From an optimization exercise on the open Yosys and OpenROAD flow, aimed at small area; shortcuts taken in it are not production practice.
Where RTL was checked, it was by simulation tests only, not by an equivalence proof against the original.
Function not checked in runs 2 to 5: the RTL went through the layout flow alone.

## flow/design.v (module list and top-level ports; edited modules follow where they fit)
// module top_level: 3988 lines
// module fa: 4 lines
// module ha: 4 lines
// module pn: 3 lines
// module pr: 3 lines
// module xr: 3 lines
// module xn: 3 lines
module top_level (
    input clk, reset,
    input logic signed [10:0] sig_modulated_fixed_real,
    input logic signed [10:0] sig_modulated_fixed_imag,
    input logic signed [10:0] demod_Lo_real,
    input logic signed [10:0] demod_Lo_imag,
    output logic signed [61:0] sig_demod_30_real,
    output logic signed [61:0] sig_demod_30_imag
);
  // ...
==> flow/flow/run.sh <==
#!/bin/bash
# The standard layout with smaller port buffers: buffer_ports otherwise picks
# clkdlybuf4s50_1 for every port. Outputs get buf_1 (from a hook run before
# global placement), inputs buf_4.
set -euo pipefail
export PRE_GLOBAL_PLACE_TCL="$(pwd)/flow/hook_out.tcl"
export BUFFER_PORTS_ARGS="-inputs -buffer_cell sky130_fd_sc_hd__buf_4"
bash standard.sh > standard.log 2>&1
==> flow/flow/hook_out.tcl <==
# buffer the outputs with the smallest buffer; global_place.tcl then buffers the inputs
buffer_ports -outputs -buffer_cell sky130_fd_sc_hd__buf_1
==> flow/standard.sh <==
#!/bin/bash
# synth_recipe.tcl (not shown) runs the flow's synth.tcl, then flattens the netlist and writes it again
# the make line also repeats each setting of config.mk as NAME=value (left out here)
make -C /OpenROAD-flow-scripts/flow DESIGN_CONFIG=/design/flow/config.mk WORK_HOME=/design/flow/orfs CLKGATE_MAP_FILE= SYNTH_SCRIPT=/design/flow/synth_recipe.tcl "${@:-finish}"
==> flow/config.mk <==
export PLATFORM = sky130hd
export DESIGN_NAME = top_level
export DESIGN_NICKNAME = top_level
export VERILOG_FILES = /design/flow/design.v
export SDC_FILE = /design/flow/constraint.sdc
export NUM_CORES = 4
export LEC_CHECK = 0
export CAP_MARGIN = 20
export CORE_MARGIN = 2
export CORE_UTILIZATION = 50
export CTS_BUF_LIST = sky130_fd_sc_hd__clkbuf_8
export CTS_CLUSTER_DIAMETER = 100
export CTS_CLUSTER_SIZE = 30
export GPL_TIMING_DRIVEN = 1
export SETUP_SLACK_MARGIN = 0.1
export SLEW_MARGIN = 20
export SYNTH_HIERARCHICAL = 1
export SYNTH_MINIMUM_KEEP_SIZE = 0
==> flow/constraint.sdc <==
create_clock -name core_clock -period 10.0 [get_ports {clk}]
set_input_delay 2.0000 -clock core_clock [delete_from_list [all_inputs] [get_ports {clk}]]
set_output_delay 2.0000 -clock core_clock [all_outputs]
set_load 0.01 [all_outputs]
==> metrics.md, run 1 <==
| Metric | Value |
|---|---|
| Ant diodes | 0 |
| Mapped Cells | roughly 2,500 |
| Outcome | no timing/DRC/antenna violations |
| Met3 WL | between 5 and 6 mm |
| Synthesized area | 23,300 sq um |
| CP max stage cell | fa_1 |
| Worst Max-Slew Pin Slew | about 0.97 ns |
| Cts hold-fix bufs | 0 |
| Final Hold Violating Endpoints | 0 |
| Hold Path End | out_re[28]$_SDFFE_PP0P_ |
| Via Count | about 18,000 |
| Fmax | approximately 110 MHz |
| R2r startpoint | cnt[3]$_SDFF_PP0_ |
| Area delta synth->final | 9.30% |
| M1 GR Usage | a little over two fifths |
| CP Depth | 30 |
| Most frequent cells after synthesis | nand2_1, fa_1, nor2_1, dfxtp_1, ha_1 |
| CTS Sinks | 167 |
| Die area | ~48,000 sq um |
| Clkbuf count | 19 |
| H-Tree Level Count | 4 |
| Worst-Skew Late Latency | about 0.51 ns |
| Seq/Total Area, Yosys | between 10 and 15% |
| Hold Crit Start | acc_re[28]$_SDFF_PP0_ |
| Vias in the first global route | ~20,000 |
| Core area | 46,300 sq um |
| Simple-gate share of the synthesized area | ~19% |
==> run 2, diff against run 1 <==
--- a/flow/design.v
+++ b/flow/design.v
@@ -21,17 +21,17 @@
 wire [10:0] n_sig_modulated_fixed_imag = ~sig_modulated_fixed_imag;
 wire [10:0] n_demod_Lo_real = ~demod_Lo_real;
 wire [10:0] n_demod_Lo_imag = ~demod_Lo_imag;
 wire [22:0] p_re, p_im;
 logic [28:0] acc_re, acc_im, out_re, out_im;
 logic [22:0] nxt_re, nxt_im;
 wire [28:0] base_re = last ? {{5{nxt_re[22]}}, nxt_re, 1'b0} : acc_re;
 wire [28:0] base_im = last ? {{5{nxt_im[22]}}, nxt_im, 1'b0} : acc_im;
-wire [28:0] acc_next_re, acc_next_im, acc_nextn_re, acc_nextn_im;
+wire [28:0] acc_next_re, acc_next_im;
 wire pp1;
 wire pp2;
 wire pp3;
 wire pp4;
 wire pp5;
 wire pp6;
 wire pp7;
 wire pp8;
@@ -3704,46 +3704,45 @@
 assign RG1969 = RG1945 | (RP1946 & RG1943);
 assign RP1970 = RP1946 & RP1944;
 assign RG1971 = RG1947 | (RP1948 & RG1943);
 assign RP1972 = RP1948 & RP1944;
 assign RG1973 = RG1949 | (RP1950 & RG1943);
 assign RP1974 = RP1950 & RP1944;
 assign RG1975 = RG1951 | (RP1952 & RG1943);
 assign RP1976 = RP1952 & RP1944;
-assign acc_nextn_re[0] = ~Rp1791;
-xn u_acc_nextn_re_1 (.a(Rp1793), .b(Rg1792), .y(acc_nextn_re[1]));
-xn u_acc_nextn_re_2 (.a(Rp1795), .b(RG1849), .y(acc_nextn_re[2]));
-xn u_acc_nextn_re_3 (.a(Rp1797), .b(RG1877), .y(acc_nextn_re[3]));
-xn u_acc_nextn_re_4 (.a(Rp1799), .b(RG1879), .y(acc_nextn_re[4]));
-xn u_acc_nextn_re_5 (.a(Rp1801), .b(RG1905), .y(acc_nextn_re[5]));
-xn u_acc_nextn_re_6 (.a(Rp1803), .b(RG1907), .y(acc_nextn_re[6]));
-xn u_acc_nextn_re_7 (.a(Rp1805), .b(RG1909), .y(acc_nextn_re[7]));
-xn u_acc_nextn_re_8 (.a(Rp1807), .b(RG1911), .y(acc_nextn_re[8]));
-xn u_acc_nextn_re_9 (.a(Rp1809), .b(RG1929), .y(acc_nextn_re[9]));
-xn u_acc_nextn_re_10 (.a(Rp1811), .b(RG1931), .y(acc_nextn_re[10]));
-xn u_acc_nextn_re_11 (.a(Rp1813), .b(RG1933), .y(acc_nextn_re[11]));
-xn u_acc_nextn_re_12 (.a(Rp1815), .b(RG1935), .y(acc_nextn_re[12]));
-xn u_acc_nextn_re_13 (.a(Rp1817), .b(RG1937), .y(acc_nextn_re[13]));
-xn u_acc_nextn_re_14 (.a(Rp1819), .b(RG1939), .y(acc_nextn_re[14]));
-xn u_acc_nextn_re_15 (.a(Rp1821), .b(RG1941), .y(acc_nextn_re[15]));
-xn u_acc_nextn_re_16 (.a(Rp1823), .b(RG1943), .y(acc_nextn_re[16]));
-xn u_acc_nextn_re_17 (.a(Rp1825), .b(RG1953), .y(acc_nextn_re[17]));
-xn u_acc_nextn_re_18 (.a(Rp1827), .b(RG1955), .y(acc_nextn_re[18]));
-xn u_acc_nextn_re_19 (.a(Rp1829), .b(RG1957), .y(acc_nextn_re[19]));
-xn u_acc_nextn_re_20 (.a(Rp1831), .b(RG1959), .y(acc_nextn_re[20]));
-xn u_acc_nextn_re_21 (.a(Rp1833), .b(RG1961), .y(acc_nextn_re[21]));
-xn u_acc_nextn_re_22 (.a(Rp1835), .b(RG1963), .y(acc_nextn_re[22]));
-xn u_acc_nextn_re_23 (.a(Rp1837), .b(RG1965), .y(acc_nextn_re[23]));
-xn u_acc_nextn_re_24 (.a(Rp1839), .b(RG1967), .y(acc_nextn_re[24]));
-xn u_acc_nextn_re_25 (.a(Rp1841), .b(RG1969), .y(acc_nextn_re[25]));
-xn u_acc_nextn_re_26 (.a(Rp1843), .b(RG1971), .y(acc_nextn_re[26]));
-xn u_acc_nextn_re_27 (.a(Rp1845), .b(RG1973), .y(acc_nextn_re[27]));
-xn u_acc_nextn_re_28 (.a(Rp1847), .b(RG1975), .y(acc_nextn_re[28]));
-assign acc_next_re = ~acc_nextn_re;
+assign acc_next_re[0] = Rp1791;
+xr u_acc_next_re_1 (.a(Rp1793), .b(Rg1792), .y(acc_next_re[1]));
+xr u_acc_next_re_2 (.a(Rp1795), .b(RG1849), .y(acc_next_re[2]));
+xr u_acc_next_re_3 (.a(Rp1797), .b(RG1877), .y(acc_next_re[3]));
+xr u_acc_next_re_4 (.a(Rp1799), .b(RG1879), .y(acc_next_re[4]));
+xr u_acc_next_re_5 (.a(Rp1801), .b(RG1905), .y(acc_next_re[5]));
+xr u_acc_next_re_6 (.a(Rp1803), .b(RG1907), .y(acc_next_re[6]));
+xr u_acc_next_re_7 (.a(Rp1805), .b(RG1909), .y(acc_next_re[7]));
+xr u_acc_next_re_8 (.a(Rp1807), .b(RG1911), .y(acc_next_re[8]));
+xr u_acc_next_re_9 (.a(Rp1809), .b(RG1929), .y(acc_next_re[9]));
+xr u_acc_next_re_10 (.a(Rp1811), .b(RG1931), .y(acc_next_re[10]));
+xr u_acc_next_re_11 (.a(Rp1813), .b(RG1933), .y(acc_next_re[11]));
+xr u_acc_next_re_12 (.a(Rp1815), .b(RG1935), .y(acc_next_re[12]));
+xr u_acc_next_re_13 (.a(Rp1817), .b(RG1937), .y(acc_next_re[13]));
+xr u_acc_next_re_14 (.a(Rp1819), .b(RG1939), .y(acc_next_re[14]));
+xr u_acc_next_re_15 (.a(Rp1821), .b(RG1941), .y(acc_next_re[15]));
+xr u_acc_next_re_16 (.a(Rp1823), .b(RG1943), .y(acc_next_re[16]));
+xr u_acc_next_re_17 (.a(Rp1825), .b(RG1953), .y(acc_next_re[17]));
+xr u_acc_next_re_18 (.a(Rp1827), .b(RG1955), .y(acc_next_re[18]));
+xr u_acc_next_re_19 (.a(Rp1829), .b(RG1957), .y(acc_next_re[19]));
+xr u_acc_next_re_20 (.a(Rp1831), .b(RG1959), .y(acc_next_re[20]));
+xr u_acc_next_re_21 (.a(Rp1833), .b(RG1961), .y(acc_next_re[21]));
+xr u_acc_next_re_22 (.a(Rp1835), .b(RG1963), .y(acc_next_re[22]));
+xr u_acc_next_re_23 (.a(Rp1837), .b(RG1965), .y(acc_next_re[23]));
+xr u_acc_next_re_24 (.a(Rp1839), .b(RG1967), .y(acc_next_re[24]));
+xr u_acc_next_re_25 (.a(Rp1841), .b(RG1969), .y(acc_next_re[25]));
+xr u_acc_next_re_26 (.a(Rp1843), .b(RG1971), .y(acc_next_re[26]));
+xr u_acc_next_re_27 (.a(Rp1845), .b(RG1973), .y(acc_next_re[27]));
+xr u_acc_next_re_28 (.a(Rp1847), .b(RG1975), .y(acc_next_re[28]));
 assign Is1977 = ~(base_im[22]);
 assign Ic1978 = base_im[22];
 assign Is1979 = ~(base_im[23]);
 assign Ic1980 = base_im[23];
 ha u_Is1981 (.a(base_im[1]), .b((odd & p_im[1])), .s(Is1981), .co(Ic1982));
 fa u_Is1983 (.a(base_im[2]), .b((odd & p_im[2])), .c(((sel4 & p_im[0]) | (sel2 & p_im[1]))), .s(Is1983), .co(Ic1984));
 fa u_Is1985 (.a(base_im[3]), .b((odd & p_im[3])), .c(((sel4 & p_im[1]) | (sel2 & p_im[2]))), .s(Is1985), .co(Ic1986));
 fa u_Is1987 (.a(base_im[4]), .b((odd & p_im[4])), .c(((sel4 & p_im[2]) | (sel2 & p_im[3]))), .s(Is1987), .co(Ic1988));
@@ -3927,46 +3926,45 @@
 assign IG2215 = IG2191 | (IP2192 & IG2189);
 assign IP2216 = IP2192 & IP2190;
 assign IG2217 = IG2193 | (IP2194 & IG2189);
 assign IP2218 = IP2194 & IP2190;
 assign IG2219 = IG2195 | (IP2196 & IG2189);
 assign IP2220 = IP2196 & IP2190;
 assign IG2221 = IG2197 | (IP2198 & IG2189);
 assign IP2222 = IP2198 & IP2190;
-assign acc_nextn_im[0] = ~Ip2037;
-xn u_acc_nextn_im_1 (.a(Ip2039), .b(Ig2038), .y(acc_nextn_im[1]));
-xn u_acc_nextn_im_2 (.a(Ip2041), .b(IG2095), .y(acc_nextn_im[2]));
-xn u_acc_nextn_im_3 (.a(Ip2043), .b(IG2123), .y(acc_nextn_im[3]));
-xn u_acc_nextn_im_4 (.a(Ip2045), .b(IG2125), .y(acc_nextn_im[4]));
-xn u_acc_nextn_im_5 (.a(Ip2047), .b(IG2151), .y(acc_nextn_im[5]));
-xn u_acc_nextn_im_6 (.a(Ip2049), .b(IG2153), .y(acc_nextn_im[6]));
-xn u_acc_nextn_im_7 (.a(Ip2051), .b(IG2155), .y(acc_nextn_im[7]));
-xn u_acc_nextn_im_8 (.a(Ip2053), .b(IG2157), .y(acc_nextn_im[8]));
-xn u_acc_nextn_im_9 (.a(Ip2055), .b(IG2175), .y(acc_nextn_im[9]));
-xn u_acc_nextn_im_10 (.a(Ip2057), .b(IG2177), .y(acc_nextn_im[10]));
-xn u_acc_nextn_im_11 (.a(Ip2059), .b(IG2179), .y(acc_nextn_im[11]));
-xn u_acc_nextn_im_12 (.a(Ip2061), .b(IG2181), .y(acc_nextn_im[12]));
-xn u_acc_nextn_im_13 (.a(Ip2063), .b(IG2183), .y(acc_nextn_im[13]));
-xn u_acc_nextn_im_14 (.a(Ip2065), .b(IG2185), .y(acc_nextn_im[14]));
-xn u_acc_nextn_im_15 (.a(Ip2067), .b(IG2187), .y(acc_nextn_im[15]));
-xn u_acc_nextn_im_16 (.a(Ip2069), .b(IG2189), .y(acc_nextn_im[16]));
-xn u_acc_nextn_im_17 (.a(Ip2071), .b(IG2199), .y(acc_nextn_im[17]));
-xn u_acc_nextn_im_18 (.a(Ip2073), .b(IG2201), .y(acc_nextn_im[18]));
-xn u_acc_nextn_im_19 (.a(Ip2075), .b(IG2203), .y(acc_nextn_im[19]));
-xn u_acc_nextn_im_20 (.a(Ip2077), .b(IG2205), .y(acc_nextn_im[20]));
-xn u_acc_nextn_im_21 (.a(Ip2079), .b(IG2207), .y(acc_nextn_im[21]));
-xn u_acc_nextn_im_22 (.a(Ip2081), .b(IG2209), .y(acc_nextn_im[22]));
-xn u_acc_nextn_im_23 (.a(Ip2083), .b(IG2211), .y(acc_nextn_im[23]));
-xn u_acc_nextn_im_24 (.a(Ip2085), .b(IG2213), .y(acc_nextn_im[24]));
-xn u_acc_nextn_im_25 (.a(Ip2087), .b(IG2215), .y(acc_nextn_im[25]));
-xn u_acc_nextn_im_26 (.a(Ip2089), .b(IG2217), .y(acc_nextn_im[26]));
-xn u_acc_nextn_im_27 (.a(Ip2091), .b(IG2219), .y(acc_nextn_im[27]));
-xn u_acc_nextn_im_28 (.a(Ip2093), .b(IG2221), .y(acc_nextn_im[28]));
-assign acc_next_im = ~acc_nextn_im;
+assign acc_next_im[0] = Ip2037;
+xr u_acc_next_im_1 (.a(Ip2039), .b(Ig2038), .y(acc_next_im[1]));
+xr u_acc_next_im_2 (.a(Ip2041), .b(IG2095), .y(acc_next_im[2]));
+xr u_acc_next_im_3 (.a(Ip2043), .b(IG2123), .y(acc_next_im[3]));
+xr u_acc_next_im_4 (.a(Ip2045), .b(IG2125), .y(acc_next_im[4]));
+xr u_acc_next_im_5 (.a(Ip2047), .b(IG2151), .y(acc_next_im[5]));
+xr u_acc_next_im_6 (.a(Ip2049), .b(IG2153), .y(acc_next_im[6]));
+xr u_acc_next_im_7 (.a(Ip2051), .b(IG2155), .y(acc_next_im[7]));
+xr u_acc_next_im_8 (.a(Ip2053), .b(IG2157), .y(acc_next_im[8]));
+xr u_acc_next_im_9 (.a(Ip2055), .b(IG2175), .y(acc_next_im[9]));
+xr u_acc_next_im_10 (.a(Ip2057), .b(IG2177), .y(acc_next_im[10]));
+xr u_acc_next_im_11 (.a(Ip2059), .b(IG2179), .y(acc_next_im[11]));
+xr u_acc_next_im_12 (.a(Ip2061), .b(IG2181), .y(acc_next_im[12]));
+xr u_acc_next_im_13 (.a(Ip2063), .b(IG2183), .y(acc_next_im[13]));
+xr u_acc_next_im_14 (.a(Ip2065), .b(IG2185), .y(acc_next_im[14]));
+xr u_acc_next_im_15 (.a(Ip2067), .b(IG2187), .y(acc_next_im[15]));
+xr u_acc_next_im_16 (.a(Ip2069), .b(IG2189), .y(acc_next_im[16]));
+xr u_acc_next_im_17 (.a(Ip2071), .b(IG2199), .y(acc_next_im[17]));
+xr u_acc_next_im_18 (.a(Ip2073), .b(IG2201), .y(acc_next_im[18]));
+xr u_acc_next_im_19 (.a(Ip2075), .b(IG2203), .y(acc_next_im[19]));
+xr u_acc_next_im_20 (.a(Ip2077), .b(IG2205), .y(acc_next_im[20]));
+xr u_acc_next_im_21 (.a(Ip2079), .b(IG2207), .y(acc_next_im[21]));
+xr u_acc_next_im_22 (.a(Ip2081), .b(IG2209), .y(acc_next_im[22]));
+xr u_acc_next_im_23 (.a(Ip2083), .b(IG2211), .y(acc_next_im[23]));
+xr u_acc_next_im_24 (.a(Ip2085), .b(IG2213), .y(acc_next_im[24]));
+xr u_acc_next_im_25 (.a(Ip2087), .b(IG2215), .y(acc_next_im[25]));
+xr u_acc_next_im_26 (.a(Ip2089), .b(IG2217), .y(acc_next_im[26]));
+xr u_acc_next_im_27 (.a(Ip2091), .b(IG2219), .y(acc_next_im[27]));
+xr u_acc_next_im_28 (.a(Ip2093), .b(IG2221), .y(acc_next_im[28]));
 always_ff @(posedge clk) begin
     if (reset) begin
         cnt <= 5'd0;
         acc_re <= '0;
         acc_im <= '0;
         out_re <= '0;
         out_im <= '0;
     end else begin
==> flow/flow/run.sh (replaced) <==
#!/bin/bash
# The standard layout, with smaller port buffers: buffer_ports otherwise picks
# clkdlybuf4s50_1 for every port.
set -euo pipefail
export BUFFER_PORTS_ARGS="-buffer_cell sky130_fd_sc_hd__buf_2"
bash standard.sh > standard.log 2>&1
==> flow/config.mk (replaced) <==
export PLATFORM = sky130hd
export DESIGN_NAME = top_level
export DESIGN_NICKNAME = top_level
export VERILOG_FILES = /design/flow/design.v
export SDC_FILE = /design/flow/constraint.sdc
export NUM_CORES = 4
export LEC_CHECK = 0
export CAP_MARGIN = 20
export CORE_MARGIN = 2
export CORE_UTILIZATION = 50
export CTS_BUF_LIST = sky130_fd_sc_hd__clkbuf_8
export GPL_TIMING_DRIVEN = 0
export SETUP_SLACK_MARGIN = 0.1
export SLEW_MARGIN = 20
export SYNTH_HIERARCHICAL = 1
export SYNTH_MINIMUM_KEEP_SIZE = 0
removed: flow/flow/hook_out.tcl
==> run 2 against run 1 <==
Against the previous run:
- synthesized cell count up 0.51%
- worst hold slack better by 0.0042 ns
- final area up 3.1%
- clock skew down 0.00073 ns
- utilization up 1.4 points
- area after synthesis up 0.73%
- worst setup slack worse by 0.20 ns
- largest cell class unchanged
==> metrics.md, run 2 <==
| Metric | Value |
|---|---|
| Count of final setup violators | 0 (unchanged) |
| Fin cells | 3,401 (was 3,243) |
| Port Buf Inserts | 168 (was 169) |
| Prevailing post-synth register cell | dfxtp_1 (unchanged) |
| Starting density of the core | 50.5% (was 50.3%) |
| Largest net degree at the start of global routing | 36 (was 89) |
| CP max stage cell | xnor2_1 (was fa_1) |
| Slew Limit Headroom | 49.4% (was 35.1%) |
| Die area | 48,600 sq um (was 48,300 sq um) |
| R2r startpoint | cnt[3]$_SDFF_PP0_ (unchanged) |
| R2R depth | 33 (was 31) |
| Yosys top cell by area | fa_1 (unchanged) |
| Initial antenna violation count | 0 (unchanged) |
| Ant diodes | 0 (unchanged) |
| Outcome | no timing/DRC/antenna violations (unchanged) |
| Final worst path period share | 97.0% (was 95.0%) |
| GP Congestion | 0.913 (was 0.942) |
| DRC Markers | 0 (unchanged) |
| Die Wd | 221 um (was 220 um) |
| Post-synthesis register bit count | 167 (unchanged) |
| CTS tree | built (unchanged) |
| MaxCap Viol Count | 0 (unchanged) |
| Hold Crit Start | out_re[16]$_SDFFE_PP0P_ (was acc_re[28]$_SDFF_PP0_) |
| RSZ-0062 raised after global routing | true (unchanged) |
| Top post-synthesis cells by area | fa_1, dfxtp_1, nand2_1 (unchanged) |
| Most frequent cells after synthesis | nand2_1, fa_1, nor2_1, dfxtp_1, ha_1 (unchanged) |
| DRT iter0 DRCs | 1,497 (was 1,311) |
| Count leader, synth | nand2_1 (unchanged) |
| H-Tree Level Count | 4 (unchanged) |
| Most frequent cells in the layout | nand2_1, fa_1, nor2_1, dfxtp_1, buf_2 (was nand2_1, fa_1, nor2_1, buf_4, dfxtp_1) |
| Syn_area_per_cell | 9.23 sq um (was 9.21 sq um) |
| Vias in the first global route | 19,845 (was 19,569) |
| CTS Sinks | 167 (unchanged) |
| Layout cells sized above 1 | 14.4% (was 9.75%) |
| Synth top area share | 41.9% (was 42.2%) |
| FF-to-FF End | acc_im[28]$_SDFF_PP0_ (unchanged) |
| Required @ worst endpoint | 10.42 ns (was 10.36 ns) |
| Fmax | 103 MHz (was 105 MHz) |
| Synthesized area | 23,400 sq um (was 23,300 sq um) |
| Critical Path Max Stage Delay | 0.55 ns (was 0.53 ns) |
| Top Metal Used | met4 (unchanged) |
| Row cnt | 79 (unchanged) |
| Vias/cell | 5.63 (was 5.55) |
| Yosys warns | 7 (unchanged) |
| Clk buf depth | 2 (unchanged) |
| Final Hold Slack | 0.457 ns (was 0.453 ns) |
| CP Capture Type | flop (unchanged) |
| # IOs | 170 (unchanged) |
| Clock tree root buffer cell | clkbuf_8 (unchanged) |
| Min cycle time layout | 9.70 ns (was 9.50 ns) |
| Final nets | 3,464 (was 3,304) |
| Post-synth EDFFs | 0 (unchanged) |
| Via Count | 19,141 (was 17,995) |
| Flop2flop setup slack | 0.55 ns (was 0.99 ns) |
| Pre-Repair DR Iteration Count | 8 (was 6) |
| Post-synthesis async set-or-reset flop share | 0% (unchanged) |
| Worst Max-Slew Pin Slew | 0.759 ns (was 0.974 ns) |
| Crit Path Max Fanout | 13 (was 8) |
| Final Hold Violating Endpoints | 0 (unchanged) |
| Post-DP HPWL | 56.2 mm (was 54.8 mm) |
| Worst-path clk slew | 0.09 ns (was 0.08 ns) |
| WL/cell | 21.8 um (was 20.6 um) |
| Total GRT Usage | 31.2% (was 29.7%) |
| Met3 WL | 6.67 mm (was 5.31 mm) |
| Seq/Total Area, Yosys | 14.3% (was 14.4%) |
| Mapped Cells | 2,540 (was 2,527) |
| Max-slew violation count | 0 (unchanged) |
| WHS Path Cells | 2 (unchanged) |
| Total CTS buffers | 17 (unchanged) |
| First-pass GRT wire length | 115 mm (was 110 mm) |
| Net Count, Synth | 3,221 (was 3,208) |
| Worst-Skew Late Latency | 0.49 ns (was 0.51 ns) |
| Crit path top cell by count | fa_1 (unchanged) |
| Cell variety after synth | 46 (was 43) |
| Die Height | 221 um (was 220 um) |
| Finished layout cell area | 26,200 sq um (was 25,400 sq um) |
| Tightest Hold Check Type | reg2reg (unchanged) |
| Worst setup SP type | primary input (unchanged) |
| Setup Skew | 0.0153 ns (was 0.0160 ns) |
| Routed wire length | 74.2 mm (was 66.9 mm) |
| Placed cells | 3,315 (was 3,211) |
| WS Path Type | in2reg (unchanged) |
| Critical Path AT | 10.12 ns (was 9.86 ns) |
| Core area | 46,500 sq um (was 46,300 sq um) |
| GR Overflow Total | 0 (unchanged) |
| WL met2 | 33.2 mm (was 29.9 mm) |
| Wl on met1 | 32.4 mm (was 30.2 mm) |
| Area delta synth->final | 11.8% (was 9.30%) |
| Area after DPL | 25,000 sq um (about the same) |
| Hold Path End | out_re[16]$_SDFFE_PP0P_ (was out_re[28]$_SDFFE_PP0P_) |
| Antenna-violating nets left | 0 (unchanged) |
| Commonest non-fill, non-tap cell in the layout | nand2_1 (unchanged) |
run 2: cell types whose count changed after synthesis, sizes merged, moves of 3 or more:
cell and change:
clkbuf -6, xnor2 -56, nor2b +56, buf +6, nor2 -55, a21o -8
xor2 +56, nand2 +4, o21ai +4, inv +4, a31o -3
run 2: what timing repair did:
item / CTS / global route
setup buffers: 0 / 52
hold endpoints to repair: 0 / 0
pin swaps: 0 / 9
cloned: 1 / 3
resized for setup: 16 / 104
endpoints found under the setup margin: 7 / 25
hold buffers: 0 / 0
run 2: worst max path at each step:
stage,slack [ns],depth (start not counted),end,startpoint
2_1_floorplan,0.70,29,acc_re[28]$_SDFF_PP0_,demod_Lo_real[10]
3_5_place_dp,-0.63,29,acc_re[28]$_SDFF_PP0_,demod_Lo_real[6]
4_1_cts,0.10,29,acc_re[28]$_SDFF_PP0_,sig_modulated_fixed_imag[4]
6_report,0.30,27,acc_im[28]$_SDFF_PP0_,sig_modulated_fixed_imag[0]
3_3_place_gp,-0.53,29,acc_re[28]$_SDFF_PP0_,demod_Lo_real[6]
5_1_grt,0.06,29,acc_re[23]$_SDFF_PP0_,sig_modulated_fixed_imag[0]
run 2: area by class of cell:
| class | instances | area, sq um |
|---|---|---|
| repair inverters | 4 | 22.5 |
| flip-flops and latches | 167 | 3350 |
| repair buffers | 220 | 1360 |
| clock buffers | 18 | 248 |
| clock inverters | 12 | 93.8 |
| inverters | 130 | 574 |
| multi-input cells | 2114 | 19100 |
| fillers | 4246 | 20200 |
| plain buffers | 129 | 756 |
| well taps | 607 | 759 |
run 2: worst max-delay path, delay by kind of cell:
family,cells,cell delay [ns]
adder cells (fa/ha/maj),9,4.11
buffers and inverters,2,0.62
XOR/XNOR,2,0.68
AO/OA/AOI/OAI,9,1.79
AND/OR/NAND/NOR,5,0.89
run 2: cell families after synthesis:
family / count (synthesis) / synth area share (%)
buffers and inverters: 259 / 5.29
AOI/OAI and AO/OA: 292 / 7.64
DFF: 167 / 14.3
adders and majority gates: 635 / 49.6
and+or+nand+nor: 1081 / 19.2
xor gates and xnor gates: 102 / 3.81
muxes: 4 / 0.171
run 2: routing by layer:
layer	vias up	track usage, %
li1	8503	-
met1	9549	44.5
met2	948	48.6
met3	141	6.25
met4	0	8.56
met5	-	0
run 2: through the flow:
| step | util, % | TNS (ns) | setup slack (ns) |
|---|---|---|---|
| floorplan | - | 0 | 0.698 |
| CTS | 54.8 | 0 | 0.100 |
| finish | 56.4 | 0 | 0.300 |
| global route | 56.4 | 0 | 0.0562 |
| global placement | 53.9 | -5.99 | -0.527 |
| detailed placement | 53.9 | -7.49 | -0.628 |
run 2: modules after synthesis, one instance, submodules excluded:
module / cells / flops+latches / copies in the design
ha: 1 / 0 / 124
top_level: 1341 / 167 / 1
xr: 1 / 0 / 56
pn: 1 / 0 / 323
pr: 1 / 0 / 161
xn: 1 / 0 / 44
fa: 1 / 0 / 491
==> run 3, diff against run 2 <==
==> flow/flow/run.sh (replaced) <==
#!/bin/bash
# The standard layout with smaller port buffers: buffer_ports otherwise picks
# clkdlybuf4s50_1 for every port. Outputs get buf_1 (from a hook run before
# global placement), inputs buf_2.
set -euo pipefail
export PRE_GLOBAL_PLACE_TCL="$(pwd)/flow/hook_out.tcl"
export BUFFER_PORTS_ARGS="-inputs -buffer_cell sky130_fd_sc_hd__buf_2"
bash standard.sh > standard.log 2>&1
==> flow/flow/hook_out.tcl (new file) <==
# buffer the outputs with the smallest buffer; global_place.tcl then buffers the inputs
buffer_ports -outputs -buffer_cell sky130_fd_sc_hd__buf_1
==> run 3 against run 2 <==
Against the previous run:
- still clean
- synthesized cell count unchanged
- worst setup slack improved by 0.083 ns
- global-route usage is 0.25 points lower
- die area unchanged
- sequential cell count stayed put
- fmax rose by 0.87%
- register-to-register slack better by 0.03 ns
- critical path depth rose by 2
- routed wire length down 1.6%
- via count fell by 0.63%
- non-clock buffer count up 3
- critical endpoint is now acc_re[28]$_SDFF_PP0_
- largest cell class unchanged
- highest routed layer unchanged
==> metrics.md, run 3 <==
| Metric | Value |
|---|---|
| FF-to-FF End | acc_re[28]$_SDFF_PP0_ (was acc_im[28]$_SDFF_PP0_) |
| Cts hold-fix bufs | 0 (unchanged) |
| Hold Crit Start | out_im[11]$_SDFFE_PP0P_ (was out_re[16]$_SDFFE_PP0P_) |
| Commonest non-fill, non-tap cell in the layout | nand2_1 (unchanged) |
| GR Overflow Total | 0 (unchanged) |
| Tightest Hold Check Type | reg2reg (unchanged) |
| Core area | 46,500 sq um (unchanged) |
| Largest net degree at the start of global routing | 36 (unchanged) |
| Pre-Repair DR Iteration Count | 5 (was 8) |
| Setup Skew | 0.0165 ns (was 0.0153 ns) |
| MaxCap Viol Count | 0 (unchanged) |
| Syn_area_per_cell | 9.23 sq um (unchanged) |
| Flop2flop setup slack | 0.58 ns (was 0.55 ns) |
| Seq/Total Area, Yosys | 14.3% (unchanged) |
| Most frequent cells after synthesis | nand2_1, fa_1, nor2_1, dfxtp_1, ha_1 (unchanged) |
| CTS tree | built (unchanged) |
| Required @ worst endpoint | 10.37 ns (was 10.42 ns) |
| Crit path top cell by count | fa_1 (unchanged) |
| WL/cell | 21.4 um (was 21.8 um) |
| Die area | 48,600 sq um (unchanged) |
| Worst setup SP type | primary input (unchanged) |
| Starting density of the core | 50.5% (unchanged) |
| # fillers | 4,266 (was 4,246) |
| Total CTS buffers | 17 (unchanged) |
| Area delta synth->final | 11.5% (was 11.8%) |
| Yosys top cell by area | fa_1 (unchanged) |
| Clock tree root buffer cell | clkbuf_8 (unchanged) |
| Die Height | 221 um (unchanged) |
| Die Wd | 221 um (unchanged) |
| Hold Path End | out_im[11]$_SDFFE_PP0P_ (was out_re[16]$_SDFFE_PP0P_) |
| CTS Sinks | 167 (unchanged) |
| Fmax | 104 MHz (was 103 MHz) |
| Count of final setup violators | 0 (unchanged) |
| CP Capture Type | flop (unchanged) |
| DRT iter0 DRCs | 1,647 (was 1,497) |
| Min cycle time layout | 9.62 ns (was 9.70 ns) |
| Antenna-violating nets left | 0 (unchanged) |
| Port Buf Inserts | 168 (unchanged) |
| CP max stage cell | fa_1 (was xnor2_1) |
| Vias/cell | 5.59 (was 5.63) |
| Critical Path Max Stage Delay | 0.58 ns (was 0.55 ns) |
| Worst Max-Slew Pin Slew | 1.07 ns (was 0.759 ns) |
| # IOs | 170 (unchanged) |
| Most frequent cells in the layout | nand2_1, fa_1, nor2_1, dfxtp_1, ha_1 (was nand2_1, fa_1, nor2_1, dfxtp_1, buf_2) |
| H-Tree Level Count | 4 (unchanged) |
| Post-synth EDFFs | 0 (unchanged) |
| Synth top area share | 41.9% (unchanged) |
| Sequential cell area | 3340 sq um (was 3350 sq um) |
| Final nets | 3,466 (was 3,464) |
| Worst-path clk slew | 0.09 ns (about the same) |
| Final Hold Violating Endpoints | 0 (unchanged) |
| Critical Path AT | 9.99 ns (was 10.12 ns) |
| Net Count, Synth | 3,221 (unchanged) |
| DRC Markers | 0 (unchanged) |
| Initial antenna violation count | 0 (unchanged) |
| Post-DP HPWL | 55.6 mm (was 56.2 mm) |
| Count leader, synth | nand2_1 (unchanged) |
| RSZ-0062 raised after global routing | true (unchanged) |
| Final worst path period share | 96.2% (was 97.0%) |
| Top post-synthesis cells by area | fa_1, dfxtp_1, nand2_1 (unchanged) |
| Area after DPL | 24,900 sq um (was 25,000 sq um) |
| R2R depth | 35 (was 33) |
| Post-synthesis async set-or-reset flop share | 0% (unchanged) |
| Post-synthesis register bit count | 167 (unchanged) |
| Multi-input combinational cell area | 19,000 sq um (was 19,100 sq um) |
| Synthesized area | 23,400 sq um (unchanged) |
| Prevailing post-synth register cell | dfxtp_1 (unchanged) |
| Mapped Cells | 2,540 (unchanged) |
| First-pass GRT wire length | 113 mm (was 115 mm) |
| WS Path Type | in2reg (unchanged) |
| Slew Limit Headroom | 28.5% (was 49.4%) |
| Row cnt | 79 (unchanged) |
| Cell variety after synth | 46 (unchanged) |
| Outcome | no timing/DRC/antenna violations (unchanged) |
| Worst-Skew Late Latency | 0.51 ns (was 0.49 ns) |
| Clk buf depth | 2 (unchanged) |
| Max-slew violation count | 0 (unchanged) |
| Util after Layout | 56.3% (was 56.4%) |
| Layout cells sized above 1 | 10.1% (was 14.4%) |
| Finished layout cell area | 26,100 sq um (was 26,200 sq um) |
| WHS Path Cells | 2 (unchanged) |
| Ant diodes | 0 (unchanged) |
| GP Congestion | 0.905 (was 0.913) |
| R2r startpoint | cnt[2]$_SDFF_PP0_ (was cnt[3]$_SDFF_PP0_) |
| Vias in the first global route | 19,867 (was 19,845) |
| Total GRT Usage | 30.9% (was 31.2%) |
| Routed wire length | 72.9 mm (was 74.2 mm) |
| Yosys warns | 7 (unchanged) |
| Crit Path Max Fanout | 22 (was 13) |
| Via Count | 19,021 (was 19,141) |
[run 3: worst max-delay path by stage]
stage	startpoint	cells past startpoint	slack, ns	endpoint
finish	sig_modulated_fixed_real[5]	29	0.38	acc_re[28]$_SDFF_PP0_
global route	demod_Lo_imag[7]	30	0.05	acc_re[28]$_SDFF_PP0_
CTS	sig_modulated_fixed_imag[8]	29	0.06	acc_re[28]$_SDFF_PP0_
detailed placement	sig_modulated_fixed_real[4]	29	-0.59	acc_re[28]$_SDFF_PP0_
global placement	demod_Lo_real[6]	29	-0.53	acc_re[28]$_SDFF_PP0_
floorplan	demod_Lo_real[10]	29	0.70	acc_re[28]$_SDFF_PP0_
[run 3: kinds of logic (layout without fill, tap and decap cells)]
group                      Yosys count  after routing  share of synthesized area, %
AOI/OAI and AO/OA                  292            292                          7.64
and+or+nand+nor                   1081           1081                          19.2
buffers and inverters              259            516                          5.29
muxes                                4              4                         0.171
adders and majority gates          635            635                          49.6
DFF                                167            167                          14.3
xor gates and xnor gates           102            102                          3.81
[run 3: worst max-delay path: cells and delay by family]
| family | cells | cell delay, ns |
|---|---|---|
| fa+ha+maj | 10 | 4.47 |
| buf+inv | 2 | 0.45 |
| compound gates | 9 | 1.72 |
| simple gates | 6 | 0.96 |
| xor+xnor | 2 | 0.36 |
[run 3: through the flow]
step,hold WS [ns],TNS [ns],std cells,setup slack (ns)
5_1_grt,0.479,0,3404,0.0499
2_1_floorplan,0.427,0,2540,0.698
4_1_cts,0.461,0,3349,0.0603
3_3_place_gp,0.442,-6.07,3315,-0.530
3_5_place_dp,0.447,-6.93,3315,-0.590
6_report,0.458,0,3404,0.383
[run 3: per-module statistics from Yosys (local to each module, per instance), a selection]
module / cells inside / copies in the design / flip-flops and latches
ha: 1 / 124 / 0
xr: 1 / 56 / 0
xn: 1 / 44 / 0
fa: 1 / 491 / 0
pn: 1 / 323 / 0
top_level: 1341 / 1 / 167
[run 3: timing repair]
action | in CTS | in global routing
buffers inserted | 2 | 53
pin swaps | 0 | 10
endpoints found under the setup margin | 6 | 24
cloned | 1 | 2
resized for setup | 16 | 106
[run 3: per-layer routing]
metal	vias to the layer above	wire length (um)	global-route usage [%]
met5	-	0	0
met4	0	1860	8.51
met3	149	6520	6.05
met2	955	32800	48.6
met1	9424	31800	43.9
li1	8493	-	-
[run 3: cell type report]
cell class                 count  area share, %
multi-input combinational   2114           72.8
sequential                   167           12.8
timing repair buffer         223           4.71
buffer                       129           2.91
tap                          607           2.90
inverter                     130           2.20
clock buffer                  20           1.05
clock inverter                11          0.560
timing repair inverter         3         0.0670
==> run 4, diff against run 3 <==
==> flow/flow/run.sh (replaced) <==
#!/bin/bash
# The standard layout with smaller port buffers: buffer_ports otherwise picks
# clkdlybuf4s50_1 for every port. Outputs get buf_1 (from a hook run before
# global placement), inputs buf_4.
set -euo pipefail
export PRE_GLOBAL_PLACE_TCL="$(pwd)/flow/hook_out.tcl"
export BUFFER_PORTS_ARGS="-inputs -buffer_cell sky130_fd_sc_hd__buf_4"
bash standard.sh > standard.log 2>&1
==> run 4 against run 3 <==
Against the previous run:
- worst setup slack got worse by 0.013 ns
- sequential share of layout area is essentially flat
- critical endpoint unchanged
- largest cell class unchanged
==> metrics.md, run 4 <==
| Metric | Value |
|---|---|
| Outcome | no timing/DRC/antenna violations (unchanged) |
| Finished layout cell area | 26,100 sq um (about the same) |
| Post-synthesis async set-or-reset flop share | 0% (unchanged) |
| Fin cells | 3,405 (was 3,404) |
| Core area | 46,500 sq um (unchanged) |
| Post-synth EDFFs | 0 (unchanged) |
| Total CTS buffers | 17 (unchanged) |
| M1 GR Usage | 44.0% (was 43.9%) |
| Mapped Cells | 2,540 (unchanged) |
| MaxCap Viol Count | 0 (unchanged) |
| Final worst path period share | 96.3% (was 96.2%) |
| Critical Path Max Stage Delay | 0.52 ns (was 0.58 ns) |
| Prevailing post-synth register cell | dfxtp_1 (unchanged) |
| Layout cells sized above 1 | 9.87% (was 10.1%) |
| Post-synthesis register bit count | 167 (unchanged) |
| Starting density of the core | 50.5% (unchanged) |
| CP bufs+invs | 3 (was 2) |
| GR Layer Usage met2 | 49.1% (was 48.6%) |
| Worst Slack Setup Final | 0.369 ns (was 0.383 ns) |
| Die Height | 221 um (unchanged) |
| CTS tree | built (unchanged) |
| Clock tree root buffer cell | clkbuf_8 (unchanged) |
| GR Overflow Total | 0 (unchanged) |
| Die area | 48,600 sq um (unchanged) |
| Initial antenna violation count | 0 (unchanged) |
| Vias/cell | 5.60 (was 5.59) |
| Required @ worst endpoint | 10.39 ns (was 10.37 ns) |
| Total GRT Usage | 31.0% (was 30.9%) |
| Tightest Hold Check Type | reg2reg (unchanged) |
| Setup Skew | 0.0192 ns (was 0.0165 ns) |
| CP max stage cell | fa_1 (unchanged) |
| Cell variety after synth | 46 (unchanged) |
| CP Capture Type | flop (unchanged) |
| Min cycle time layout | 9.63 ns (was 9.62 ns) |
| Commonest non-fill, non-tap cell in the layout | nand2_1 (unchanged) |
| Family with the most delay on the worst path | adder cells (unchanged) |
| Via Count | 19,062 (was 19,021) |
| Pre-Repair DR Iteration Count | 6 (was 5) |
| Util after Layout | 56.2% (was 56.3%) |
| Area delta synth->final | 11.4% (was 11.5%) |
| Max-slew violation count | 0 (unchanged) |
| Clk buf depth | 2 (unchanged) |
| Final nets | 3,465 (was 3,466) |
| R2r startpoint | cnt[3]$_SDFF_PP0_ (was cnt[2]$_SDFF_PP0_) |
| Worst setup SP type | primary input (unchanged) |
| Slew Limit Headroom | 51.4% (was 28.5%) |
| Fmax | 104 MHz (about the same) |
| Placed cells | 3,315 (unchanged) |
| Synth top area share | 41.9% (unchanged) |
| Post-DP HPWL | 55.8 mm (was 55.6 mm) |
| First-pass GRT wire length | 114 mm (was 113 mm) |
| Net Count, Synth | 3,221 (unchanged) |
| Synthesized area | 23,400 sq um (unchanged) |
| Antenna-violating nets left | 0 (unchanged) |
| Crit path top cell by count | fa_1 (unchanged) |
| # IOs | 170 (unchanged) |
| Routed wire length | 73.2 mm (was 72.9 mm) |
| Worst-Skew Late Latency | 0.51 ns (about the same) |
| DRT iter0 DRCs | 1,670 (was 1,647) |
| Pre-CTS setup slack | -0.568 ns (was -0.590 ns) |
| Cts hold-fix bufs | 0 (unchanged) |
| Count of final setup violators | 0 (unchanged) |
| RSZ-0062 raised after global routing | true (unchanged) |
| Top post-synthesis cells by area | fa_1, dfxtp_1, nand2_1 (unchanged) |
| Vias in the first global route | 19,665 (was 19,867) |
| DRC Markers | 0 (unchanged) |
| Largest net degree at the start of global routing | 36 (unchanged) |
| GP Congestion | 0.912 (was 0.905) |
| Row cnt | 79 (unchanged) |
| GR Layer Usage met3 | 6.31% (was 6.05%) |
| Most frequent cells after synthesis | nand2_1, fa_1, nor2_1, dfxtp_1, ha_1 (unchanged) |
| H-Tree Level Count | 4 (unchanged) |
| Crit Path Max Fanout | 14 (was 22) |
| Port Buf Inserts | 168 (unchanged) |
| Yosys top cell by area | fa_1 (unchanged) |
| Worst-path clk slew | 0.10 ns (was 0.09 ns) |
| Critical Path AT | 10.02 ns (was 9.99 ns) |
| Hold Crit Start | out_im[5]$_SDFFE_PP0P_ (was out_im[11]$_SDFFE_PP0P_) |
| Area after DPL | 25,000 sq um (was 24,900 sq um) |
| Die Wd | 221 um (unchanged) |
| Final Hold Violating Endpoints | 0 (unchanged) |
| WS Path Type | in2reg (unchanged) |
| WL/cell | 21.5 um (was 21.4 um) |
| Syn_area_per_cell | 9.23 sq um (unchanged) |
| Count leader, synth | nand2_1 (unchanged) |
| CTS Sinks | 167 (unchanged) |
| GRT busiest layer | met2 (unchanged) |
| Worst Setup SP | demod_Lo_imag[7] (was sig_modulated_fixed_real[5]) |
| Fin Setup TNS | 0 ns (unchanged) |
| Seq/Total Area, Yosys | 14.3% (unchanged) |
| Yosys warns | 7 (unchanged) |
| Most frequent cells in the layout | nand2_1, fa_1, nor2_1, dfxtp_1, buf_4 (was nand2_1, fa_1, nor2_1, dfxtp_1, ha_1) |
| Worst Max-Slew Pin Slew | 0.729 ns (was 1.07 ns) |
==> run 4: cell count changes in the layout (fill, tap and decap cells not counted), sizes merged <==
| cell | before | now |
|---|---|---|
| buf | 287 | 305 |
| diode | 0 | 1 |
| clkbuf | 85 | 62 |
| inv | 110 | 116 |
| bufinv | 3 | 2 |
==> run 4: layout make-up <==
cell class                 instances  area (sq um)
clock inverter                    14           144
fill                            4277         20300
clock buffer                      18           248
multi-input combinational       2114         19000
antenna                            1          2.50
timing repair buffer             220          1270
inverter                         130           567
sequential                       167          3340
timing repair inverter             5          27.5
buffer                           129           762
tap                              607           759
==> run 4: per-layer routing <==
| metal | routed length [um] | up-vias |
|---|---|---|
| met5 | 0 | - |
| met4 | 1800 | 0 |
| met3 | 6480 | 153 |
| met2 | 33200 | 974 |
| met1 | 31800 | 9446 |
| li1 | - | 8489 |
==> run 4: logic make-up after synthesis <==
| kind of cell | after synthesis | share of synthesized area (%) |
|---|---|---|
| adder cells (fa/ha/maj) | 635 | 49.6 |
| XOR/XNOR | 102 | 3.81 |
| multiplexers | 4 | 0.171 |
| AO/OA/AOI/OAI | 292 | 7.64 |
| buffers and inverters | 259 | 5.29 |
| AND/OR/NAND/NOR | 1081 | 19.2 |
| flip-flops | 167 | 14.3 |
==> run 4: Yosys stat by module (local to each module, per instance) <==
| module | flip-flops and latches | copies in the design | cells |
|---|---|---|---|
| xn | 0 | 44 | 1 |
| fa | 0 | 491 | 1 |
| top_level | 167 | 1 | 1341 |
| xr | 0 | 56 | 1 |
| pr | 0 | 161 | 1 |
| ha | 0 | 124 | 1 |
| pn | 0 | 323 | 1 |
==> run 4: what timing repair did <==
action                     4_1_cts  5_1_grt
cloned                           1        4
pin swaps                        0        3
gates resized for setup          1       76
setup endpoints to repair        3       25
setup buffers                    0       51
hold endpoints to repair         0        0
==> run 4: tightest hold or removal path: stages (launching register included) <==
cell and delay [ns]:
dfxtp_1 0.31, nand2_1 0.05, a21oi_1 0.05
==> run 4: through the flow <==
step	hold slack (ns)
6_report	0.456
5_1_grt	0.477
3_3_place_gp	0.442
3_5_place_dp	0.450
4_1_cts	0.462
2_1_floorplan	0.427
==> run 4: final timing paths <==
kind / to / slack, ns / cells after the start
min: out_im[5]$_SDFFE_PP0P_ / 0.46 / 2
max: acc_re[28]$_SDFF_PP0_ / 0.37 / 30
max reg2reg: acc_re[28]$_SDFF_PP0_ / 0.63 / 35
min reg2reg: out_im[5]$_SDFFE_PP0P_ / 0.46 / 2
==> run 5, diff against run 4 <==
--- a/flow/config.mk
+++ b/flow/config.mk
@@ -12,3 +12,3 @@
 export GPL_TIMING_DRIVEN = 0
-export SETUP_SLACK_MARGIN = 0.1
+export SETUP_SLACK_MARGIN = 0.03
 export SLEW_MARGIN = 20
==> run 5 against run 4 <==
Against the previous run:
- still clean on timing, DRC and antenna
- count of clock-buffer cells in the layout unchanged
- sequential cell count is the same
- non-clock buffer count down 2
- utilization fell by 0.094 points
- critical endpoint unchanged
==> metrics.md, run 5 <==
| Metric | Value |
|---|---|
| Outcome | no timing/DRC/antenna violations (unchanged) |
| Post-DP HPWL | 55.8 mm (unchanged) |
| Cts hold-fix bufs | 0 (unchanged) |
| Post-synthesis async set-or-reset flop share | 0% (unchanged) |
| Tightest Hold Check Type | reg2reg (unchanged) |
| Required @ worst endpoint | 10.39 ns (about the same) |
| Finished layout cell area | 26,100 sq um (about the same) |
| Commonest non-fill, non-tap cell in the layout | nand2_1 (unchanged) |
| Setup Skew | 0.0197 ns (was 0.0192 ns) |
| Util after Layout | 56.1% (was 56.2%) |
| Layout cells sized above 1 | 9.59% (was 9.87%) |
| Port Buf Inserts | 168 (unchanged) |
| Yosys warns | 7 (unchanged) |
| H-Tree Level Count | 4 (unchanged) |
| Seq/Total Area, Yosys | 14.3% (unchanged) |
| Synthesized area | 23,400 sq um (unchanged) |
| Routed wire length | 73.3 mm (was 73.2 mm) |
| WS Path Type | in2reg (unchanged) |
| Clock tree root buffer cell | clkbuf_8 (unchanged) |
| # fillers | 4,282 (was 4,277) |
| WL/cell | 21.6 um (was 21.5 um) |
| Post-synth EDFFs | 0 (unchanged) |
| Worst-Skew Late Latency | 0.51 ns (about the same) |
| DRC Markers | 0 (unchanged) |
| Starting density of the core | 50.5% (unchanged) |
| CP Capture Type | flop (unchanged) |
| Worst setup SP type | primary input (unchanged) |
| Min cycle time layout | 9.74 ns (was 9.63 ns) |
| Total GRT Usage | 31.0% (about the same) |
| Final worst path period share | 97.4% (was 96.3%) |
| Initial antenna violation count | 0 (unchanged) |
| Antenna-violating nets left | 0 (unchanged) |
| CTS tree | built (unchanged) |
| Yosys top cell by area | fa_1 (unchanged) |
| Multi-input combinational cell area | 19,000 sq um (about the same) |
| Top post-synthesis cells by area | fa_1, dfxtp_1, nand2_1 (unchanged) |
| Flop2flop setup slack | 0.53 ns (was 0.63 ns) |
| Fmax | 103 MHz (was 104 MHz) |
| Area after DPL | 25,000 sq um (unchanged) |
| Critical Path AT | 10.14 ns (was 10.02 ns) |
| CTS Sinks | 167 (unchanged) |
| Net Count, Synth | 3,221 (unchanged) |
| Crit Path Max Fanout | 14 (unchanged) |
| Count leader, synth | nand2_1 (unchanged) |
| Slew Limit Headroom | 51.5% (was 51.4%) |
| Crit path top cell by count | fa_1 (unchanged) |
| Final Hold Violating Endpoints | 0 (unchanged) |
| Synth top area share | 41.9% (unchanged) |
| Syn_area_per_cell | 9.23 sq um (unchanged) |
| Die area | 48,600 sq um (unchanged) |
| Vias/cell | 5.62 (was 5.60) |
| Clk buf depth | 2 (unchanged) |
| Family with the most delay on the worst path | adder cells (unchanged) |
| CP bufs+invs | 4 (was 3) |
| Die Wd | 221 um (unchanged) |
| Count of final setup violators | 0 (unchanged) |
| Largest net degree at the start of global routing | 36 (unchanged) |
| GP Congestion | 0.912 (unchanged) |
| Die Height | 221 um (unchanged) |
| Cell variety after synth | 46 (unchanged) |
| MaxCap Viol Count | 0 (unchanged) |
| Pre-Repair DR Iteration Count | 8 (was 6) |
| Prevailing post-synth register cell | dfxtp_1 (unchanged) |
| Row cnt | 79 (unchanged) |
| RSZ-0062 raised after global routing | true (unchanged) |
| Critical Path Max Stage Delay | 0.57 ns (was 0.52 ns) |
| First-pass GRT wire length | 114 mm (about the same) |
| Area delta synth->final | 11.2% (was 11.4%) |
| Mapped Cells | 2,540 (unchanged) |
| Final nets | 3,462 (was 3,465) |
| Vias in the first global route | 19,657 (was 19,665) |
| Total CTS buffers | 17 (unchanged) |
| DRT iter0 DRCs | 1,742 (was 1,670) |
| Core area | 46,500 sq um (unchanged) |
| Fin Setup TNS | 0 ns (unchanged) |
| CP max stage cell | fa_1 (unchanged) |
| Ant diodes | 0 (was 1) |
| Most frequent cells in the layout | nand2_1, fa_1, nor2_1, dfxtp_1, ha_1 (was nand2_1, fa_1, nor2_1, dfxtp_1, buf_4) |
| Via Count | 19,099 (was 19,062) |
| Post-synthesis register bit count | 167 (unchanged) |
| Sequential cell area | 3340 sq um (unchanged) |
| # IOs | 170 (unchanged) |
| Worst-path clk slew | 0.10 ns (about the same) |
| Most frequent cells after synthesis | nand2_1, fa_1, nor2_1, dfxtp_1, ha_1 (unchanged) |
| Worst Max-Slew Pin Slew | 0.728 ns (was 0.729 ns) |
| Max-slew violation count | 0 (unchanged) |
| GR Overflow Total | 0 (unchanged) |
run 5: cell types whose count changed in the layout (fill, tap and decap cells not counted), sizes merged:
cell / before / now
buf: 305 / 304
clkbuf: 62 / 61
clkinvlp: 27 / 26
diode: 1 / 0
run 5: tightest hold or removal path, delay by kind of cell (launching register included):
kind	cells	cell delay (ns)
AO/OA/AOI/OAI	1	0.05
AND/OR/NAND/NOR	1	0.05
flip-flops	1	0.31
run 5: final cells by class:
cell class	instances	share of cell area (%)
clock inverter	14	0.552
multi-input combinational	2114	72.7
timing repair inverter	4	0.0767
tap	607	2.91
timing repair buffer	220	4.90
sequential	167	12.8
clock buffer	18	0.950
inverter	130	2.17
buffer	127	2.88
run 5: final timing paths:
path / cells past startpoint / from / endpoint
max: 30 / demod_Lo_imag[7] / acc_re[28]$_SDFF_PP0_
min: 2 / out_im[5]$_SDFFE_PP0P_ / out_im[5]$_SDFFE_PP0P_
max reg2reg: 34 / cnt[3]$_SDFF_PP0_ / acc_re[28]$_SDFF_PP0_
min reg2reg: 2 / out_im[5]$_SDFFE_PP0P_ / out_im[5]$_SDFFE_PP0P_
run 5: cells by family (layout without fill, tap and decap cells):
kind of cell    after synthesis  after routing  synth area share [%]
mux                           4              4                 0.171
fa+ha+maj                   635            635                  49.6
xor+xnor                    102            102                  3.81
simple gates               1081           1081                  19.2
buf+inv                     259            513                  5.29
flops                       167            167                  14.3
compound gates              292            292                  7.64
run 5: timing repair:
action	CTS	global route
gates cloned	0	4
buffers inserted	0	51
resized for setup	1	62
endpoints found under the setup margin	2	24
run 5: routing by layer:
layer,wire [um],track usage [%],vias to the layer above
met3,6540,6.12,144
met1,31700,44.0,9490
met5,0,0,-
met2,33200,49.0,978
li1,-,-,8487
met4,1840,8.09,0
run 5: modules after synthesis, one instance, submodules excluded:
module / cell area (sq um) / copies in the design / cells
fa: 20.0 / 491 / 1
xr: 8.76 / 56 / 1
pr: 3.75 / 161 / 1
pn: 3.75 / 323 / 1
ha: 12.5 / 124 / 1
xn: 8.76 / 44 / 1
top_level: 9370 / 1 / 1341
run 5: per-stage QoR:
step,hold slack [ns],cells,setup WS (ns)
finish,0.456,3401,0.258
detailed placement,0.450,3315,-0.568
floorplan,0.427,2540,0.698
CTS,0.462,3347,0.0548
global placement,0.442,3315,-0.446
global route,0.477,3401,-0.0178

what the ideal ports hide:
In the flow no input, the clock included, has a driving cell. The finished layouts below were timed again as built, in two steps.
Step 1 (the two cells are an assumption about what drives the block):
set clk [get_ports {clk}]
set_driving_cell -lib_cell sky130_fd_sc_hd__clkbuf_16 $clk
set_driving_cell -lib_cell sky130_fd_sc_hd__buf_2 [delete_from_list [all_inputs] $clk]
Step 2 adds t to the input delays and takes it off the output delays; t is the mean of the earliest and latest rising clock arrival at the registers after step 1. Input paths then give back, and output paths get back, about the clock's delay inside the block.
a / b / c = ideal / step 1 / step 2; a / b = the first two.
| run | shift t [ns] | setup WS [ns] | worst setup path at the end | worst slew at a driven data input, ns | pins driven straight from the clock port |
|---|---|---|---|---|---|
| run 1 | 0.548 | 0.498 / 0.512 / -0.036 | input to register | 0.06 | 1 |
| run 2 | 0.526 | 0.300 / 0.319 / -0.207 | input to register | 0.10 | 1 |
| run 3 | 0.546 | 0.383 / 0.407 / -0.139 | input to register | 0.10 | 1 |
| run 4 | 0.550 | 0.369 / 0.379 / -0.171 | input to register | 0.11 | 1 |
| run 5 | 0.551 | 0.258 / 0.268 / -0.283 | input to register | 0.12 | 1 |
With both steps, setup timing fails in every run listed, where it was met with ideal ports. For run 5, which loses most, drivers alone change the setup slack by +0.010 ns; drivers and shift together by -0.541 ns.
